From an optimization exercise on the open Yosys and OpenROAD flow, aimed at small area; shortcuts taken in it are not production practice.
Function was checked by simulation only, so behaviour that the tests miss may differ from the original.
Power and IR drop assume default switching activity.

File: design/flow/config.mk
export PLATFORM = sky130hd
export DESIGN_NAME = Test_Pattern_Generator
export DESIGN_NICKNAME = Test_Pattern_Generator
export VERILOG_FILES = /design/flow/design.v
export SDC_FILE = /design/flow/constraint.sdc
export NUM_CORES = 4
export LEC_CHECK = 0
export CAP_MARGIN = 20
export CORE_MARGIN = 2
export CORE_UTILIZATION = 30
export PLACE_DENSITY = 0.45
export SLEW_MARGIN = 20
export SYNTH_MEMORY_MAX_BITS = 32768
File: design/flow/constraint.sdc
create_clock -name core_clock -period 40.0 [get_ports {i_clk}]
set_input_delay 8.0000 -clock core_clock [delete_from_list [all_inputs] [get_ports {i_clk}]]
set_output_delay 8.0000 -clock core_clock [all_outputs]
set_load 0.01 [all_outputs]
File: design/flow/design.v
`default_nettype none
module bitmap1_rom (
  input  wire       i_clk,
  input  wire [9:0] i_addr,
  output reg  [3:0] o_data
);
  reg [3:0] r_mem[(1<<10) - 1:0];
  always @(posedge i_clk) begin
    o_data <= r_mem[i_addr];
  end
  initial begin
    $readmemh("bitmap1_pixels.hex", r_mem);
  end
endmodule
module bitmap2_rom (
  input  wire        i_clk,
  input  wire [11:0] i_addr,
  output reg  [3:0]  o_data
);
  reg [3:0] r_mem[(1<<12) - 1:0];
  always @(posedge i_clk) begin
    o_data <= r_mem[i_addr];
  end
  initial begin
    $readmemh("bitmap2_pixels.hex", r_mem);
  end
endmodule
`default_nettype wire
`default_nettype none
module bitmap1_palette (
  input  wire [3:0] i_index,
  output reg  [8:0] o_color
);
  always @(*) begin
    case(i_index)
      4'd00: o_color = 9'h000;
      4'd01: o_color = 9'h04D;
      4'd02: o_color = 9'h055;
      4'd03: o_color = 9'h09E;
      4'd04: o_color = 9'h0A7;
      4'd05: o_color = 9'h0AF;
      4'd06: o_color = 9'h0C0;
      4'd07: o_color = 9'h110;
      4'd08: o_color = 9'h140;
      4'd09: o_color = 9'h199;
      4'd10: o_color = 9'h1C0;
      4'd11: o_color = 9'h1E5;
      4'd12: o_color = 9'h1E9;
      4'd13: o_color = 9'h1F5;
      4'd14: o_color = 9'h1FA;
      4'd15: o_color = 9'h1FF;
      default: o_color = 9'h000;
    endcase
  end
endmodule
module bitmap2_palette (
  input  wire [3:0] i_index,
  output reg  [8:0] o_color
);
  always @(*) begin
    case(i_index)
      4'd00: o_color = 9'h000;
      4'd01: o_color = 9'h027;
      4'd02: o_color = 9'h00B;
      4'd03: o_color = 9'h078;
      4'd04: o_color = 9'h0CF;
      4'd05: o_color = 9'h124;
      4'd06: o_color = 9'h1C0;
      4'd07: o_color = 9'h1CC;
      4'd08: o_color = 9'h1E0;
      4'd09: o_color = 9'h1E4;
      4'd10: o_color = 9'h1E7;
      4'd11: o_color = 9'h1F4;
      4'd12: o_color = 9'h1F8;
      4'd13: o_color = 9'h1FF;
      default: o_color = 9'h000;
    endcase
  end
endmodule
module Test_Pattern_Generator #(
  parameter VIDEO_WIDTH = 3,
  parameter H_VISIBLE = 640,
  parameter V_VISIBLE = 480
) (
  input         i_clk,
  input         i_rst,
  input [3:0]   i_pattern,
  input [9:0]   i_hpos,
  input [9:0]   i_vpos,
  input         i_visible,
  input         i_frame_strobe,
  output reg [2:0] o_red_video,
  output reg [2:0] o_grn_video,
  output reg [2:0] o_blu_video
);
  wire [2:0] pattern_red[0:15];
  wire [2:0] pattern_grn[0:15];
  wire [2:0] pattern_blu[0:15];
  assign pattern_red[0] = 0;
  assign pattern_grn[0] = 0;
  assign pattern_blu[0] = 0;
  assign pattern_red[1] = {3{1'b1}};
  assign pattern_grn[1] = 0;
  assign pattern_blu[1] = 0;
  assign pattern_red[2] = 0;
  assign pattern_grn[2] = {3{1'b1}};
  assign pattern_blu[2] = 0;
  assign pattern_red[3] = 0;
  assign pattern_grn[3] = 0;
  assign pattern_blu[3] = {3{1'b1}};
  localparam BAR_WIDTH = H_VISIBLE/8;
  wire [2:0] w_bar =
    i_hpos < BAR_WIDTH*1 ? 3'd0 :
    i_hpos < BAR_WIDTH*2 ? 3'd1 :
    i_hpos < BAR_WIDTH*3 ? 3'd2 :
    i_hpos < BAR_WIDTH*4 ? 3'd3 :
    i_hpos < BAR_WIDTH*5 ? 3'd4 :
    i_hpos < BAR_WIDTH*6 ? 3'd5 :
    i_hpos < BAR_WIDTH*7 ? 3'd6 :
    i_hpos < BAR_WIDTH*8 ? 3'd7 : 3'd0;
  assign pattern_red[4] = {3{~w_bar[1]}};
  assign pattern_grn[4] = {3{~w_bar[2]}};
  assign pattern_blu[4] = {3{~w_bar[0]}};
  localparam BORDER_WIDTH = 8;
  wire [2:0] w_border =
    ((i_hpos < BORDER_WIDTH) || (i_hpos > (H_VISIBLE - BORDER_WIDTH - 1)) ||
     (i_vpos < BORDER_WIDTH) || (i_vpos > (V_VISIBLE - BORDER_WIDTH - 1))) ? 3'd3 : 3'd0;
  assign pattern_red[5] = w_border;
  assign pattern_grn[5] = w_border;
  assign pattern_blu[5] = w_border;
  assign pattern_red[6] = {3{(((i_hpos&7)==0) || ((i_vpos&7)==0))}};
  assign pattern_grn[6] = {3{i_vpos[4]}};
  assign pattern_blu[6] = {3{i_hpos[4]}};
  localparam V_BAR_HEIGHT = V_VISIBLE/8;
  reg [6:0] r_frame_count;
  always @(posedge i_clk) begin
    if (i_rst) begin
      r_frame_count <= 7'd0;
    end else if (i_frame_strobe) begin
      r_frame_count <= r_frame_count + 1;
    end
  end
  wire [10:0] w_fade_vpos = {1'b0,i_vpos} + {4'b0,r_frame_count};
  wire [2:0] w_fade_intensity = w_fade_vpos[3:1];
  assign pattern_red[7] = w_fade_vpos[5] ? w_fade_intensity : 0;
  assign pattern_grn[7] = w_fade_vpos[6] ? w_fade_intensity : 0;
  assign pattern_blu[7] = w_fade_vpos[4] ? w_fade_intensity : 0;
  wire [10:0] w_b1_vpos = {1'b0,i_vpos} - {4'b0,r_frame_count};
  wire [10:0] w_b1_hpos = {1'b0,i_hpos} - {4'b0,r_frame_count};
  wire [9:0] w_b1_addr = { {w_b1_vpos[6:2]}, {w_b1_hpos[6:2]} };
  wire [8:0] b1_color;
  wire [3:0] b1_index;
  bitmap1_palette b1_palette (.i_index(b1_index), .o_color(b1_color));
  bitmap1_rom b1_ram (
    .i_clk(i_clk),
    .i_addr(w_b1_addr),
    .o_data(b1_index)
  );
  assign pattern_red[8] = b1_color[8:6];
  assign pattern_grn[8] = b1_color[5:3];
  assign pattern_blu[8] = b1_color[2:0];
  wire [10:0] w_b2_vpos = {1'b0,i_vpos};
  wire [10:0] w_b2_hpos = {1'b0,i_hpos};
  wire [11:0] w_b2_addr = { {w_b2_vpos[6:1]}, {w_b1_hpos[6:1]} };
  wire [8:0] b2_color;
  wire [3:0] b2_index;
  bitmap2_palette b2_palette (.i_index(b2_index), .o_color(b2_color));
  bitmap2_rom b2_ram (
    .i_clk(i_clk),
    .i_addr(w_b2_addr),
    .o_data(b2_index)
  );
  assign pattern_red[9] = b2_color[8:6];
  assign pattern_grn[9] = b2_color[5:3];
  assign pattern_blu[9] = b2_color[2:0];
  always @(posedge i_clk) begin
    if (i_pattern <= 4'd9) begin
      o_red_video <= i_visible? pattern_red[i_pattern] : 3'd0;
      o_grn_video <= i_visible? pattern_grn[i_pattern] : 3'd0;
      o_blu_video <= i_visible? pattern_blu[i_pattern] : 3'd0;
    end else begin
      o_red_video <= pattern_red[0];
      o_grn_video <= pattern_grn[0];
      o_blu_video <= pattern_blu[0];
    end
  end
endmodule
File: design/flow/bitmap1_pixels.hex
0 0 0 0 0 0 0 0 0 0 0 1 1 1 1 1 1 1 1 1 0 0 0 0 0 0 0 0 0 0 0 0
0 0 0 0 0 0 0 0 0 1 1 3 4 5 5 5 5 5 4 3 1 1 0 0 0 0 0 0 0 0 0 0
0 0 0 0 0 0 0 1 1 3 E E E E E E 5 5 5 5 4 3 1 1 0 0 0 0 0 0 0 0
0 0 0 0 0 0 7 C E F F F E F E F F F E 5 5 5 4 3 1 0 0 0 0 0 0 0
0 0 0 0 0 7 C E E E E F 7 7 F F E E E E E 5 5 4 3 1 0 0 0 0 0 0
0 0 0 0 7 C E E E 7 E 7 7 E E E 7 E E E E C 4 4 4 1 0 0 0 0 0 0
0 0 0 0 7 E E E 7 E C 7 C 7 E E 7 C E E E C 4 4 3 3 1 0 0 0 0 0
0 0 0 0 7 E E E 7 E 7 C C C 7 C C 7 C E C C 9 3 3 B 3 1 1 0 0 0
0 0 0 0 7 C 7 E 7 6 6 C D C 6 6 6 C 7 C C 9 6 3 B F B 3 2 1 0 0
0 0 0 0 0 7 7 C 7 6 F D D D F 6 C 6 C 7 C 7 D 6 B F B 2 1 0 0 0
0 0 0 0 0 0 7 7 7 C 6 D D D 6 6 F C C 7 C 7 C 6 B F B 2 1 0 0 0
0 0 0 0 0 0 0 7 6 D 6 D D D 6 6 F C 7 7 C 7 C 6 B F B 1 0 0 0 0
0 0 0 0 0 0 7 E 6 D F D D D F F D 7 E C 7 C 6 9 B F B 0 0 0 0 0
0 0 0 0 0 0 0 7 7 6 D D D A D D D C 7 7 7 6 9 C B F B 0 0 0 0 0
0 0 0 0 0 0 0 0 0 7 6 C D D D D D C 6 6 9 C C E B F B 0 0 0 0 0
0 0 0 0 0 0 0 0 0 7 C 6 6 C D D C 6 9 C C C E E B F B 0 0 0 0 0
0 0 0 0 0 0 0 0 0 7 E C C 6 6 C 6 9 9 9 C C C E B F B 0 0 0 0 0
0 0 0 0 0 0 0 0 0 0 7 E B B 5 B F 5 1 1 1 9 C C B F B 0 0 0 0 0
0 0 0 0 0 0 0 0 0 0 7 1 B A A B A 2 4 3 2 1 1 9 B F B 0 0 0 0 0
0 0 0 0 0 0 0 0 0 0 0 1 A A 2 A A 3 4 5 5 4 2 1 B F B 7 0 0 0 0
0 0 0 0 0 0 0 0 0 0 1 4 5 A 4 4 A 3 4 3 3 5 4 E B F B E 0 0 0 0
0 0 0 0 0 0 0 0 0 6 6 3 6 3 3 3 3 3 2 6 6 1 3 F E E E 7 0 0 0 0
0 0 0 0 0 0 0 0 6 D C 6 6 6 E E C 6 6 6 6 1 1 6 C C 6 7 0 0 0 0
0 0 0 0 0 0 0 0 6 C C 6 1 6 E C C 6 6 2 2 1 9 6 D C 6 0 0 0 0 0
0 0 0 0 0 0 0 0 0 6 6 2 1 4 5 4 4 4 3 3 2 2 1 7 6 6 0 0 0 0 0 0
0 0 0 0 0 0 0 0 0 0 0 0 1 1 5 5 4 3 1 1 3 3 2 1 0 0 0 0 0 0 0 0
0 0 0 0 0 0 0 0 0 0 0 0 1 8 1 5 4 1 6 8 1 1 2 1 0 0 0 0 0 0 0 0
0 0 0 0 0 0 0 0 0 0 0 6 A 6 6 1 3 1 0 6 8 6 1 0 0 0 0 0 0 0 0 0
0 0 0 0 0 0 0 0 6 6 6 6 8 6 0 0 1 0 0 0 6 8 6 6 6 0 0 0 0 0 0 0
0 0 0 0 0 0 6 6 8 B A A 8 6 0 0 0 0 0 6 8 A B A 8 6 0 0 0 0 0 0
0 0 0 0 0 6 8 A A A A 8 8 8 6 0 0 0 0 6 8 A A 8 8 8 6 0 0 0 0 0
0 0 0 0 0 6 6 6 6 6 6 6 6 6 6 0 0 0 0 6 6 6 6 6 6 6 6 0 0 0 0 0
File: design/flow/bitmap2_pixels.hex
2 2 2 2 2 2 2 2 2 2 2 2 2 2 2 2 2 2 2 2 2 2 2 2 2 2 2 2 2 2 2 2 2 2 2 2 2 2 2 2 2 2 2 2 2 2 2 2 2 2 2 2 2 2 2 2 2 2 2 2 2 2 2 2
2 2 2 2 2 2 2 2 2 2 2 2 2 2 2 2 2 2 2 2 2 2 2 2 2 2 2 2 2 2 2 2 2 2 2 2 2 2 2 2 2 2 2 2 2 2 2 2 2 2 2 2 2 2 2 2 2 2 2 2 2 2 2 2
2 2 2 2 2 2 2 2 2 2 2 2 2 2 2 2 2 2 2 2 2 2 2 2 2 2 2 2 2 2 2 2 2 2 2 2 2 2 2 2 2 2 2 2 2 2 2 2 2 2 2 2 2 2 2 2 2 2 2 2 2 2 2 2
2 2 2 2 2 2 2 2 2 2 2 2 2 2 2 2 2 2 D 2 2 2 2 2 2 2 2 2 2 2 2 2 2 2 2 2 2 2 2 2 2 2 2 2 2 2 2 2 2 2 2 2 2 2 2 2 2 2 2 2 2 2 2 2
2 2 2 2 2 2 2 2 2 2 2 2 2 2 2 2 2 2 D 2 2 2 2 2 2 2 2 2 2 2 2 2 2 2 2 2 2 2 2 2 2 2 2 2 2 2 2 2 2 2 2 2 2 2 2 2 2 2 2 2 2 2 2 2
2 2 2 2 2 2 2 2 2 2 2 2 2 2 2 2 2 2 2 2 2 2 2 2 2 2 2 2 2 2 2 2 2 2 2 2 2 2 2 2 2 2 2 2 2 2 2 2 2 2 2 2 2 2 2 2 2 2 2 2 2 2 2 2
2 2 2 2 2 2 2 2 2 2 2 2 2 2 2 D D 2 D 2 D D 2 2 2 2 2 2 2 2 2 2 2 2 2 2 2 2 2 2 2 2 2 2 2 2 2 2 2 2 2 2 2 2 2 2 2 2 2 2 2 2 2 2
2 2 2 2 2 2 2 2 2 2 2 2 2 2 2 2 2 2 2 2 2 2 2 2 2 2 2 2 2 2 2 2 2 2 2 2 2 2 2 2 2 2 2 2 2 2 2 2 2 2 2 2 2 2 2 2 2 2 2 2 2 2 2 2
2 2 2 2 2 2 2 2 2 2 2 2 2 2 2 2 2 2 D 2 2 2 2 2 2 2 2 2 2 2 2 2 2 2 2 2 2 2 2 2 2 2 2 2 2 2 2 2 2 2 2 2 2 2 2 2 2 2 2 2 2 2 2 2
2 2 2 2 2 2 2 2 2 2 2 2 2 2 2 2 2 2 D 2 2 2 2 2 2 2 2 2 2 2 2 2 2 D 2 2 2 2 2 2 2 2 2 2 2 2 2 2 2 2 2 2 2 2 2 2 2 2 2 2 2 2 2 2
2 2 2 2 2 2 2 2 2 2 2 2 2 2 2 2 2 2 2 2 2 2 2 2 2 2 2 2 2 2 2 2 D 2 D 2 2 2 2 2 2 2 2 2 2 2 2 2 2 2 2 2 2 2 2 2 2 2 2 2 2 2 2 2
2 2 2 2 2 2 2 2 2 2 2 2 2 2 2 2 2 2 2 2 2 2 2 2 2 2 2 2 2 2 2 2 2 D 2 2 2 2 2 2 2 2 2 2 2 2 2 2 2 2 2 2 2 2 2 2 2 2 2 2 2 2 2 2
2 2 2 2 2 2 2 2 2 2 2 2 2 2 2 2 2 2 2 2 2 2 2 2 2 2 2 2 2 2 2 2 2 2 2 2 2 2 2 2 2 2 2 2 2 2 2 2 2 2 2 2 2 2 2 2 2 2 2 2 2 2 2 2
2 2 2 2 2 2 2 2 2 2 2 2 2 2 2 2 2 2 2 2 2 2 2 2 2 2 2 2 2 2 2 2 2 2 2 2 2 2 2 2 2 2 2 2 2 2 2 2 2 2 2 2 2 2 2 2 2 2 2 2 2 2 2 2
2 2 2 2 2 2 2 2 2 2 2 2 2 2 2 2 2 2 2 2 2 2 2 2 2 2 2 2 2 2 2 2 2 2 2 2 2 2 2 2 2 2 2 2 2 2 2 2 2 2 2 2 2 2 2 2 2 2 2 2 2 2 2 2
2 2 2 2 2 2 2 2 2 2 2 2 2 2 2 2 2 2 2 2 2 2 2 2 2 2 2 2 2 2 2 2 2 2 2 2 2 2 2 2 2 2 2 2 2 2 2 2 2 2 2 2 2 2 2 2 2 2 2 2 2 2 2 2
2 2 2 2 2 2 2 2 2 2 2 2 2 2 2 2 2 2 2 2 2 2 2 2 2 2 2 2 2 2 2 2 2 2 2 2 2 2 2 2 2 2 2 2 2 2 2 2 2 2 2 2 2 2 2 2 2 2 2 2 2 2 2 2
2 2 2 2 2 2 2 2 2 2 2 2 2 2 2 2 2 2 2 2 2 2 2 2 2 2 2 2 2 2 2 2 2 2 2 2 2 2 2 2 2 2 2 2 2 2 2 2 2 2 2 2 2 2 2 2 2 2 2 2 2 2 2 2
2 2 2 2 2 2 2 2 2 2 2 2 2 2 2 2 2 2 2 2 2 2 2 2 2 2 2 2 2 2 2 2 2 2 2 2 2 2 2 2 2 2 2 2 2 2 2 2 2 2 2 2 2 2 2 2 2 2 2 2 2 2 2 2
2 2 2 2 2 2 2 2 2 2 2 2 2 2 2 2 2 2 2 2 2 2 2 2 2 2 2 2 2 2 2 2 2 2 2 2 2 2 2 2 2 2 2 2 2 2 2 2 2 2 2 2 2 2 2 2 2 2 2 2 2 2 2 2
2 2 2 2 2 2 2 2 2 2 2 2 2 2 2 2 2 2 2 2 2 2 2 2 2 2 2 2 2 2 2 2 2 2 2 2 2 2 2 2 2 2 2 2 2 2 2 2 2 2 2 2 2 2 2 2 2 2 2 2 2 2 2 2
2 2 2 2 2 2 2 2 2 2 2 2 2 2 2 2 2 2 2 2 2 2 2 2 2 2 2 2 2 2 2 0 0 0 0 0 0 0 0 0 0 0 0 0 0 0 0 0 0 2 2 2 2 2 2 2 2 2 2 2 2 2 2 2
6 6 6 6 2 2 2 2 2 2 2 6 6 6 6 6 6 2 2 2 2 2 2 6 6 6 6 6 6 6 0 B B B B B B B B B B B B B B B B B B 0 2 2 2 2 2 2 2 2 2 2 2 2 2 2
6 6 6 6 6 6 6 6 6 6 6 6 6 6 6 6 6 6 6 6 6 6 6 6 6 6 6 6 6 0 B B B A A A A A A A A A A A A A A B B B 0 2 2 2 2 2 2 2 2 2 2 2 2 2
6 6 6 6 6 6 6 6 6 6 6 6 6 6 6 6 6 6 6 6 6 6 6 6 6 6 6 6 6 0 B B A A A A A 7 A A A A 7 A A A A A B B 0 2 2 2 2 2 2 2 2 2 2 2 2 2
8 8 8 8 6 6 6 6 6 6 6 8 8 8 8 8 8 6 6 6 6 6 6 8 8 8 8 8 8 0 B A A 7 A A A A A A A A A A A A 7 A A B 0 2 2 2 2 2 2 2 2 2 2 2 2 2
8 8 8 8 8 8 8 8 8 8 8 8 8 8 8 8 8 8 8 8 8 8 8 8 8 8 8 8 8 0 B A A A A A A A A A A A A 0 0 A A A A B 0 2 2 0 0 2 2 2 2 2 2 2 2 2
8 8 8 8 8 8 8 8 8 8 8 8 8 8 8 8 8 8 8 8 8 8 8 8 8 8 8 8 8 0 B A A A A A A A A 7 A A 0 5 5 0 A A A B 0 2 0 5 5 0 2 2 2 2 2 2 2 2
C C C C 8 8 8 8 8 8 8 C C C C C C 8 8 8 8 8 8 C C C C C C 0 B A A A A A A A A A A A 0 5 5 5 0 A A B 0 0 5 5 5 0 2 2 2 2 2 2 2 2
C C C C C C C C C C C C C C C C C C C C C C C C 0 0 C C C 0 B A A A A A 7 A A A A A 0 5 5 5 5 0 0 0 0 5 5 5 5 0 2 2 2 2 2 2 2 2
C C C C C C C C C C C C C C C C C C C C C C C 0 5 5 0 C C 0 B A A A A A A A A A A A 0 5 5 5 5 5 5 5 5 5 5 5 5 0 2 2 2 2 2 2 2 2
3 3 3 3 C C C C C C C 3 3 3 3 3 3 C C C C C C 0 5 5 0 0 0 0 B A 7 A A A A A A 7 A 0 5 5 5 5 5 5 5 5 5 5 5 5 5 5 0 2 2 2 2 2 2 2
3 3 3 3 3 3 3 3 3 3 3 3 3 3 3 3 3 3 3 3 3 3 3 3 0 5 5 5 5 0 B A A A A A A A A A A 0 5 5 5 D 0 5 5 5 5 5 D 0 5 5 0 2 2 2 2 2 2 2
3 3 3 3 3 3 3 3 3 3 3 3 3 3 3 3 3 3 3 3 3 3 3 3 3 0 0 5 5 0 B A A A A A A A A A A 0 5 5 5 0 0 5 5 5 0 5 0 0 5 5 0 2 2 2 2 2 2 2
1 1 1 1 3 3 3 3 3 3 3 1 1 1 1 1 1 3 3 3 3 3 3 3 1 1 1 0 0 0 B A A A A A 7 A A A A 0 5 9 9 5 5 5 5 5 5 5 5 5 9 9 0 2 2 2 2 2 2 2
1 1 1 1 1 1 1 1 1 1 1 1 1 1 1 1 1 1 1 1 1 1 1 1 1 1 1 1 1 0 B B A 7 A A A A A A A 0 5 9 9 5 0 5 5 0 5 5 0 5 9 9 0 2 2 2 2 2 2 2
1 1 1 1 1 1 1 1 1 1 1 1 1 1 1 1 1 1 1 1 1 1 1 1 1 1 1 1 1 0 B B B A A A A A A A A A 0 5 5 5 0 0 0 0 0 0 0 5 5 0 2 2 2 2 2 2 2 2
4 4 4 4 1 1 1 1 1 1 1 4 4 4 4 4 4 1 1 1 1 1 1 1 4 4 4 4 4 0 0 B B B B B B B B B B B B 0 5 5 5 5 5 5 5 5 5 5 0 2 2 2 2 2 2 2 2 2
4 4 4 4 4 4 4 4 4 4 4 4 4 4 4 4 4 4 4 4 4 4 4 4 4 4 4 4 0 5 5 0 0 0 0 0 0 0 0 0 0 0 0 0 0 0 0 0 0 0 0 0 0 0 2 2 2 2 2 2 2 2 2 2
4 4 4 4 4 4 4 4 4 4 4 4 4 4 4 4 4 4 4 4 4 4 4 4 4 4 4 4 0 5 5 0 2 0 5 5 5 0 2 2 2 2 2 2 0 5 5 0 2 0 5 5 0 2 2 2 2 2 2 2 2 2 2 2
2 2 2 2 4 4 4 4 4 4 4 2 2 2 2 2 2 4 4 4 4 4 4 4 2 2 2 2 0 0 0 2 2 2 0 0 0 0 2 2 2 2 2 2 2 0 0 0 2 2 0 0 0 2 2 2 2 2 2 2 2 2 2 2
2 2 2 2 2 2 2 2 2 2 2 2 2 2 2 2 2 2 2 2 2 2 2 2 2 2 2 2 2 2 2 2 2 2 2 2 2 2 2 2 2 2 2 2 2 2 2 2 2 2 2 2 2 2 2 2 2 2 2 2 2 2 2 2
2 2 2 2 2 2 2 2 2 2 2 2 2 2 2 2 2 2 2 2 2 2 2 2 2 2 2 2 2 2 2 2 2 2 2 2 2 2 2 2 2 2 2 2 2 2 2 2 2 2 2 2 2 2 2 2 2 2 2 2 2 2 2 2
2 2 2 2 2 2 2 2 2 2 2 2 2 2 2 2 2 2 2 2 2 2 2 2 2 2 2 2 2 2 2 2 2 2 2 2 2 2 2 2 2 2 2 2 2 2 2 2 2 2 2 2 2 2 2 2 2 2 2 2 2 2 2 2
2 2 2 2 2 2 2 2 2 2 2 2 2 2 2 2 2 2 2 2 2 2 2 2 2 2 2 2 2 2 2 2 2 2 2 2 2 2 2 2 2 2 2 2 2 2 2 2 2 2 2 2 2 2 2 2 2 2 2 2 2 2 2 2
2 2 2 2 2 2 2 2 2 2 2 2 2 2 2 2 2 2 2 2 2 2 2 2 2 2 2 2 2 2 2 2 2 2 2 2 2 2 2 2 2 2 2 2 2 2 2 2 2 2 2 2 2 2 2 2 2 2 2 2 2 2 2 2
2 2 2 2 2 2 2 2 2 2 2 2 2 2 2 2 2 2 2 2 2 2 2 2 2 2 2 2 2 2 2 2 2 2 2 2 2 2 2 2 2 2 2 2 2 2 2 2 2 2 2 2 2 2 2 2 2 2 2 2 2 2 2 2
2 2 2 2 2 2 2 2 2 2 2 2 2 2 2 2 2 2 2 2 2 2 2 2 2 2 2 2 2 2 2 2 2 2 2 2 2 2 2 2 2 2 2 2 2 2 2 2 2 2 2 2 2 2 2 2 2 2 2 2 2 2 2 2
2 2 2 2 2 2 2 2 2 2 2 2 2 2 2 2 2 2 2 2 2 2 2 2 2 2 2 2 2 2 2 2 2 2 2 2 2 2 2 2 2 D 2 2 2 2 2 2 2 2 2 2 2 2 2 2 2 2 2 2 2 2 2 2
2 2 2 2 2 2 2 2 2 2 2 2 2 2 2 2 2 2 2 2 2 2 2 2 2 2 2 2 2 2 2 2 2 2 2 2 2 2 2 2 2 D 2 2 2 2 2 2 2 2 2 2 2 2 2 2 2 2 2 2 2 2 2 2
2 2 2 2 2 2 2 2 2 2 2 2 2 2 2 2 2 2 2 2 2 2 2 2 2 2 2 2 2 2 2 2 2 2 2 2 2 2 2 2 2 2 2 2 2 2 2 2 2 2 2 2 2 2 2 2 2 2 2 2 2 2 2 2
2 2 2 2 2 2 2 2 2 2 2 2 2 2 2 2 2 2 2 2 2 2 2 2 2 2 2 2 2 2 2 2 2 2 2 2 2 2 D D 2 D 2 D D 2 2 2 2 2 2 2 2 2 2 2 2 2 2 2 2 2 2 2
2 2 2 2 2 2 2 2 2 2 2 2 2 2 2 2 2 2 2 2 2 2 2 2 2 2 2 2 2 2 2 2 2 2 2 2 2 2 2 2 2 2 2 2 2 2 2 2 2 2 2 2 2 2 2 2 2 2 2 2 2 2 2 2
2 2 2 2 2 2 2 2 2 2 2 2 2 2 2 2 2 2 2 2 2 2 2 2 2 2 2 2 2 2 2 2 2 2 2 2 2 2 2 2 2 D 2 2 2 2 2 2 2 2 2 2 2 2 2 2 2 2 2 2 2 2 2 2
2 2 2 2 2 2 2 2 2 2 2 2 2 2 2 2 2 2 2 2 2 2 2 2 2 2 2 2 2 2 2 2 2 2 2 2 2 2 2 2 2 D 2 2 2 2 2 2 2 2 2 2 2 2 2 2 2 2 2 2 2 2 2 2
2 2 2 2 2 2 2 2 2 2 2 2 2 2 2 2 2 2 2 2 2 2 D 2 2 2 2 2 2 2 2 2 2 2 2 2 2 2 2 2 2 2 2 2 2 2 2 2 2 2 2 2 2 2 2 2 2 2 2 2 2 2 2 2
2 2 2 2 2 2 2 2 2 2 2 2 2 2 2 2 2 2 2 2 2 D 2 D 2 2 2 2 2 2 2 2 2 2 2 2 2 2 2 2 2 2 2 2 2 2 2 2 2 2 2 2 2 2 2 2 2 2 2 2 2 2 2 2
2 2 2 2 2 2 2 2 2 2 2 2 2 2 2 2 2 2 2 2 2 2 D 2 2 2 2 2 2 2 2 2 2 2 2 2 2 2 2 2 2 2 2 2 2 2 2 2 2 2 2 2 2 2 2 2 2 2 2 2 2 2 2 2
2 2 2 2 2 2 2 2 2 2 2 2 2 2 2 2 2 2 2 2 2 2 2 2 2 2 2 2 2 2 2 2 2 2 2 2 2 2 2 2 2 2 2 2 2 2 2 2 2 2 2 2 2 2 2 2 2 2 2 2 2 2 2 2
2 2 2 2 2 2 2 2 2 2 2 2 2 2 2 2 2 2 2 2 2 2 2 2 2 2 2 2 2 2 2 2 2 2 2 2 2 2 2 2 2 2 2 2 2 2 2 2 2 2 2 2 2 2 2 2 2 2 2 2 2 2 2 2
2 2 2 2 2 2 2 2 2 2 2 2 2 2 2 2 2 2 2 2 2 2 2 2 2 2 2 2 2 2 2 2 2 2 2 2 2 2 2 2 2 2 2 2 2 2 2 2 2 2 2 2 2 2 2 2 2 2 2 2 2 2 2 2
2 2 2 2 2 2 2 2 2 2 2 2 2 2 2 2 2 2 2 2 2 2 2 2 2 2 2 2 2 2 2 2 2 2 2 2 2 2 2 2 2 2 2 2 2 2 2 2 2 2 2 2 2 2 2 2 2 2 2 2 2 2 2 2
2 2 2 2 2 2 2 2 2 2 2 2 2 2 2 2 2 2 2 2 2 2 2 2 2 2 2 2 2 2 2 2 2 2 2 2 2 2 2 2 2 2 2 2 2 2 2 2 2 2 2 2 2 2 2 2 2 2 2 2 2 2 2 2
2 2 2 2 2 2 2 2 2 2 2 2 2 2 2 2 2 2 2 2 2 2 2 2 2 2 2 2 2 2 2 2 2 2 2 2 2 2 2 2 2 2 2 2 2 2 2 2 2 2 2 2 2 2 2 2 2 2 2 2 2 2 2 2
File: design/flow/run.sh
#!/bin/bash
# synth_recipe.tcl (not shown) runs the flow's synth.tcl, then flattens the netlist and writes it again
# the make line also repeats each setting of config.mk as NAME=value (left out here)
make -C /OpenROAD-flow-scripts/flow DESIGN_CONFIG=/design/flow/config.mk WORK_HOME=/design/flow/orfs CLKGATE_MAP_FILE= SYNTH_SCRIPT=/design/flow/synth_recipe.tcl finish
==> flow_summary.toml, run 1 <==
[clocking]
insertion_delay_ns = 0.27
htreeDepth = 1
clk_pin_slew_ns = 0.08
clockBufferDepth = 2
cts_buffers = 3
clock_sinks = 24
cts_setup_buffers = 0
cts_tree = "yes"
cts_resized = 0
cts-root-buf = "clkbuf_16"
ctsHoldBuffers = 0

[timing]
min_period_over_period_pct = 34.1
tns_ns = 0
grt_setup_unrepaired = "false"
relSlewSlack_pct = 23.8
fmax_mhz = 73.3
whs_ns = 0.536
worstMarginPinSlew_ns = 1.13
fin_crit_ns = 13.64
finalMaxSlewViolations = 0
final_hold_viol_count = 0
finClkSkew_ns = 0.00606
setup_violations = 0

[place]
io_buffers = 36
gp_congestion = 1.08
dp_hpwl_um = 36700
dpl.cell_count = 1722

[drt]
wire_per_inst_um = 30.9
firstDrtPassIters = 10
drt_iter0_drc = 2728
ant_nets = 0
drc = 0
viasPerCell = 7.13
vias = 12300
finalWirelength_um = 53300

[worst_setup_path]
critPathMaxFanout = 50
reg2reg_from = "r_frame_count[2]"
setup.worst_path.start_class = "input port"
crit_arrival_ns = 13.77
critPathLaunch = "i_hpos[2]"
crit_path_max_incr_delay_ns = 0.93
cp_cell_sequence = "clkdlybuf4s50_1, ha_1, a21o_1, a31oi_2, xnor2_2, buf_4, inv_2, buf_4, ha_1, inv_1, nor2_1, o31ai_1, a2111oi_0, o32ai_1"
endpoint_kind = "flip-flop"
worstSetupPathType = "in -> reg"
crit_slowest_cell = "ha_1"
worstPathRequired_ns = 40.13

[power_and_ir_drop]
p_leak_nw = 3.13
p_per_area_nw_per_um2 = 33.9
p_int_w = 0.000114
pwr-share-clk_pct = 8.5
power_frac_seq_pct = 10.7
power.share.combinational_pct = 80.8
peakVddDrop_mv = 0.0161
switchingPower_w = 0.000205
switching_share_pct = 64.2

[synthesis]
synth_compound_gate_area_share_pct = 46.7
syn_inst = 1394
synthAdderAreaFrac_pct = 8.72
mappedNetlistNets = 1482
synth_ff_type = "dfxtp_1"
synth_edf_count = 0
synthMuxAreaShare_pct = 1.33
yosysSeqAreaShare_pct = 5.47
ys_warn_count = 59
synthArstFlopShare_pct = 0
yosysUniqueCellTypes = 95
synth_xor_area_share_pct = 3.28
synthSimpleGateAreaFrac_pct = 26.2
synth_top_family_by_area = "compound AO/OA/AOI/OAI gates"
syn_area_per_cell_um2 = 6.30
netlist_area_um2 = 8780
synth_seq_cells = 24

[floorplanning]
rows = 62
die_h_um = 175
num_io_pins = 37
die-area_um2 = 30600
initial_core_util_pct = 30.5
die_w_um = 175
core_um2 = 28800

[layout]
final_nets = 1431
layout_common_cells = "164 x nand2_1, 145 x a21oi_1, 143 x nor2_1, 114 x o21ai_0, 58 x ha_1"
multiInputGateArea_um2 = 7590
nFillCells = 3185
ff_latch_area_um2 = 480
drive_gt1_share_pct = 6.56
final_common_cell = "nand2_1"
antennaDiodeCount = 0
area_growth_pct = 7.20
stdcell_count = 1726

[global_routing]
grt_pass1_wl_um = 78500
grt_usage_pct = 33.5
grt_max_degree = 57
grt_pass1_vias = 11600
overflow = 0
antenna_found_initial = 1

[hold_path]
hp-class = "reg -> reg"
worstHoldStart = "r_frame_count[5]"

[flow_run]
cap_violations = 0

[run_status]
status = "complete, no violations"
[critical path: cells and delay by family]
| family | cells | cell delay, ns |
|---|---|---|
| AOI/OAI and AO/OA | 5 | 1.51 |
| xor gates and xnor gates | 1 | 0.09 |
| adders and majority gates | 2 | 1.36 |
| buffers and inverters | 5 | 1.84 |
| and+or+nand+nor | 1 | 0.91 |
[cell usage after synthesis, drive strengths merged, types with 30 or more instances]
cell | count | area, um2
buf | 74 | 399
clkbuf | 57 | 214
nor3 | 49 | 267
o21ai | 125 | 641
inv | 30 | 113
nor2 | 149 | 582
a21oi | 147 | 743
nand3 | 48 | 250
ha | 58 | 726
nand2 | 167 | 634
a31oi | 41 | 263
[registers in the layout, summed over array words and instances (netlist names)]
name,count
o_red_video,3
b1_ram.o_data,4
b2_ram.o_data,4
o_grn_video,3
r_frame_count,7
o_blu_video,3
[area by class of cell]
class                   count  area share, %
multi-input cells        1208           80.7
well taps                 384           5.11
inverters                  31           1.24
flip-flops and latches     24           5.11
clock buffers               4          0.944
repair buffers             75           6.94
[layer usage]
metal  global-route usage, %  vias to the layer above  wire length, um
li1                        -                     5238                -
met1                    45.0                     5677            20700
met2                    49.6                     1133            21800
met3                    8.94                      257             7420
met4                    15.8                        0             3360
met5                       0                        -                0
[cell families (layout without fill, tap and decap cells)]
family                   after synthesis  after routing
AO/OA/AOI/OAI                        608            608
buffers and inverters                162            110
multiplexers                          10             10
AND/OR/NAND/NOR                      498            498
adder cells (fa/ha/maj)               60             60
XOR/XNOR                              32             32
flip-flops                            24             24
[worst paths after layout]
| check | endpoint | slack, ns | cells after the start |
|---|---|---|---|
| min reg2reg | r_frame_count[5] | 0.54 | 2 |
| max reg2reg | b1_ram.o_data[3] | 34.04 | 14 |
| min | r_frame_count[5] | 0.54 | 2 |
| max | b1_ram.o_data[3] | 26.36 | 14 |
[power by group through the flow]
stage | Clock [W] | Sequential, W | Combinational [W]
after floorplan | 0 | 0.0000306 | 0.000156
after global placement | 0 | 0.0000346 | 0.000247
after detailed placement | 0 | 0.0000347 | 0.000241
after CTS | 0.0000268 | 0.0000341 | 0.000242
after global routing | 0.0000280 | 0.0000349 | 0.000265
final | 0.0000270 | 0.0000342 | 0.000257
[per-stage QoR]
step	util [%]	setup slack, ns	area, um2	total power [W]
6_report	32.7	26.36	9410	0.000319
5_1_grt	32.7	26.28	9410	0.000328
4_1_cts	32.7	26.67	9410	0.000303
3_5_place_dp	32.4	26.41	9320	0.000275
3_3_place_gp	32.4	26.34	9320	0.000282
2_1_floorplan	-	28.54	8780	0.000187
==> run 2: changes to the inputs <==
--- a/design/flow/config.mk
+++ b/design/flow/config.mk
@@ -5,6 +5,7 @@
 export SDC_FILE = /design/flow/constraint.sdc
 export NUM_CORES = 4
 export LEC_CHECK = 0
+export ABC_AREA = 1
 export CAP_MARGIN = 20
 export CORE_MARGIN = 2
 export CORE_UTILIZATION = 30
==> run 2 against run 1 <==
  * Final area decreased by 6.7%
  * Flip-flop and latch count stayed put
  * Final cell count grew 13%
  * Via count decreased by 4.3%
  * Fmax increased by 11%
  * Largest cell class unchanged
==> flow_summary.toml, run 2 <==
[layout]
antennaDiodeCount = 0
nFillCells = 3182
stdcell_count = 1943
drive_gt1_share_pct = 3.18
largest_register = "r_frame_count"
reg_top3 = "r_frame_count x7, b1_ram.o_data x4, b2_ram.o_data x4"
largest_reg_flops = 7
final_core_util_pct = 32.9
final_common_cell = "nand2_1"
area_growth_pct = 8.81
layout_common_cells = "556 x nand2_1, 169 x nand3_1, 164 x nor2_1, 155 x inv_1, 103 x o21ai_0"
design_area_um2 = 8780
final_nets = 1691

[flow_run]
cap_violations = 0

[global_routing]
grt_max_degree = 72
grt_pass1_wl_um = 74400
grt_usage_pct = 35.3
overflow = 0
antenna_found_initial = 1
grt_pass1_vias = 11300

[timing]
tns_ns = 0
fmax_mhz = 81.3
grt_setup_unrepaired = "false"
setup_violations = 0
relSlewSlack_pct = 23.8
min_period_over_period_pct = 30.8
final_hold_viol_count = 0
fin_crit_ns = 12.30
finClkSkew_ns = 0.00420
worstMarginPinSlew_ns = 1.14
finalMaxSlewViolations = 0

[worst_setup_path]
crit_path_max_incr_delay_ns = 0.49
crit_slowest_cell = "nor2_1"
worstPathRequired_ns = 40.20
cp_cell_sequence = "clkdlybuf4s50_1, inv_1, nand2_1, fa_1, xor2_2, buf_4, inv_1, ha_1, inv_1, nor2_1, inv_1, nor2_1, nor2_1, nand2_1, nand2_1, nand2_1, inv_1, nand2_1, nand2_1, nand2_1, nand2_1, a21oi_1"
critPathLaunch = "i_hpos[0]"
endpoint_kind = "flip-flop"
reg2reg_from = "r_frame_count[0]"
critPathMaxFanout = 16
worstSetupPathType = "in -> reg"
cp_num_buf_inv = 7
critPathTopFamily = "buffers and inverters"
crit_arrival_ns = 12.50
cpMostUsedCell = "nand2_1"
setup.worst_path.start_class = "input port"

[synthesis]
ys_warn_count = 59
yosysUniqueCellTypes = 48
synth_edf_count = 0
syn_area_per_cell_um2 = 5.03
synth_ff_type = "dfxtp_1"
yosysSeqAreaShare_pct = 5.96
mappedNetlistNets = 1691
synthArstFlopShare_pct = 0
yosys-top-cells-area = "nand2_1 26%, nand3_1 10%, ha_1 9.0%"
yosysMostFrequentCell = "nand2_1"
netlist_area_um2 = 8070
synth.cells.most_frequent = "557 x nand2_1, 169 x nand3_1, 164 x nor2_1, 155 x inv_1, 103 x o21ai_0"
yosys.area.top_type = "nand2_1"
syn_inst = 1603
synth_seq_cells = 24
synth_top_area_share_pct = 25.9

[floorplanning]
die_w_um = 168
num_io_pins = 37
core_um2 = 26700
die-area_um2 = 28200
rows = 60
initial_core_util_pct = 30.3
die_h_um = 168

[clocking]
clk_pin_slew_ns = 0.07
cts_tree = "yes"
cts_setup_buffers = 0
cts-root-buf = "clkbuf_16"
clockBufferDepth = 2
htreeDepth = 1
ctsHoldBuffers = 0
cts_resized = 0
cts_buffers = 3
insertion_delay_ns = 0.27
clock_sinks = 24

[drt]
drt_iter0_drc = 1925
viasPerCell = 6.06
vias = 11800
drc = 0
finalWirelength_um = 51000
wire_per_inst_um = 26.2
firstDrtPassIters = 8
ant_nets = 0

[power_and_ir_drop]
peakVddDrop_mv = 0.0110
total_power_w = 0.000252
p_per_area_nw_per_um2 = 28.7
p_leak_nw = 4.38

[hold_path]
hp-class = "reg -> reg"
worstHoldStart = "r_frame_count[3]"

[place]
io_buffers = 36
gp_congestion = 1.05
dpl.cell_count = 1939
dp_hpwl_um = 38800
placed_cell_area_um2 = 8690

[run_status]
status = "complete, no violations"
run 2: cell count changes after synthesis, moves of 28 or more:
| cell | delta |
|---|---|
| clkbuf_1 | -45 |
| a21oi_1 | -56 |
| nand3_1 | +123 |
| inv_1 | +127 |
| a31oi_1 | -28 |
| nor3_1 | -28 |
| o21ai_1 | +38 |
| nand2_1 | +393 |
run 2: worst register-to-register path, cell delays in order, from the launching register on:
cell and delay (ns):
dfxtp_1 0.43, nand2_1 0.16, fa_1 0.48, xor2_2 0.20, buf_4 0.22, inv_1 0.46, ha_1 0.42, inv_1 0.20
nor2_1 0.50, inv_1 0.26, nor2_1 0.31, nor2_1 0.10, nand2_1 0.07, nand2_1 0.04, nand2_1 0.09, inv_1 0.04
nand2_1 0.11, nand2_1 0.06, nand2_1 0.12, nand2_1 0.07, a21oi_1 0.15
run 2: layout make-up:
type                       instances  area [um2]  share of cell area (%)
multi-input combinational       1348        6630                    75.5
tap                              341         427                    4.86
sequential                        24         480                    5.47
inverter                         169         634                    7.23
clock buffer                       4        88.8                    1.01
timing repair buffer              57         518                    5.90
run 2: logic make-up after synthesis:
| family | share of synthesized area, % |
|---|---|
| AO/OA/AOI/OAI | 21.0 |
| XOR/XNOR | 0.962 |
| adder cells (fa/ha/maj) | 9.49 |
| buffers and inverters | 11.9 |
| flip-flops | 5.96 |
| AND/OR/NAND/NOR | 50.7 |
run 2: path summary, 6_finish.rpt:
path / to / slack (ns) / depth (start not counted)
worst max register to register: b2_ram.o_data[0] / 35.44 / 20
worst max-delay path: b2_ram.o_data[0] / 27.70 / 22
worst min-delay path: r_frame_count[3] / 0.55 / 2
worst min register to register: r_frame_count[3] / 0.55 / 2
run 2: metrics by stage:
stage	hold WS, ns	worst slack [ns]
2_1_floorplan	0.498	29.24
3_3_place_gp	0.522	27.53
3_5_place_dp	0.528	27.55
4_1_cts	0.543	27.81
5_1_grt	0.554	27.56
6_report	0.549	27.70
run 2: report_power, final:
part	switching, W	total [W]	internal (W)
registers	0.00000371	0.0000301	0.0000264
logic	0.000148	0.000197	0.0000488
clock network	0.00000992	0.0000253	0.0000153
run 2: routing by layer:
layer	part of all wire, %	up-vias	routed length, um	global-route usage, %
met2	43	858	21800	55.4
met5	0.020	-	10	0
met4	5.1	2	2600	16.1
met1	40	5465	20600	46.4
li1	-	5300	-	-
met3	12	151	5930	7.66

[separate check: timing with driven ports]
The flow's constraints put no driver on any port. The routed layouts listed below were extracted and timed again, unchanged, in two steps. Step 1: set_driving_cell puts a clkbuf_16 on i_clk and a buf_2 on each other input, an assumption about the parent block. Step 2, shift: input delay + t, output delay - t, t = (earliest + latest rising clock arrival at the registers) / 2. This alone moves slack from input paths to output paths. Slacks: ideal / step 1 / step 2; pairs: ideal / step 1.
run | shift t [ns] | setup WS [ns] | worst setup path at the end | latest minus earliest clock arrival (ns) | slew at the worst register clock pin (ns)
run 1 | 0.302 | 26.361 / 26.366 / 26.064 | input to register | 0.006 / 0.006 | 0.08 / 0.08
run 2 | 0.304 | 27.697 / 27.706 / 27.402 | input to register | 0.004 / 0.005 | 0.07 / 0.07
After both steps setup and hold are still met in every run listed. For run 1, which loses most, drivers alone change the setup slack by +0.005 ns; drivers and shift together by -0.297 ns.
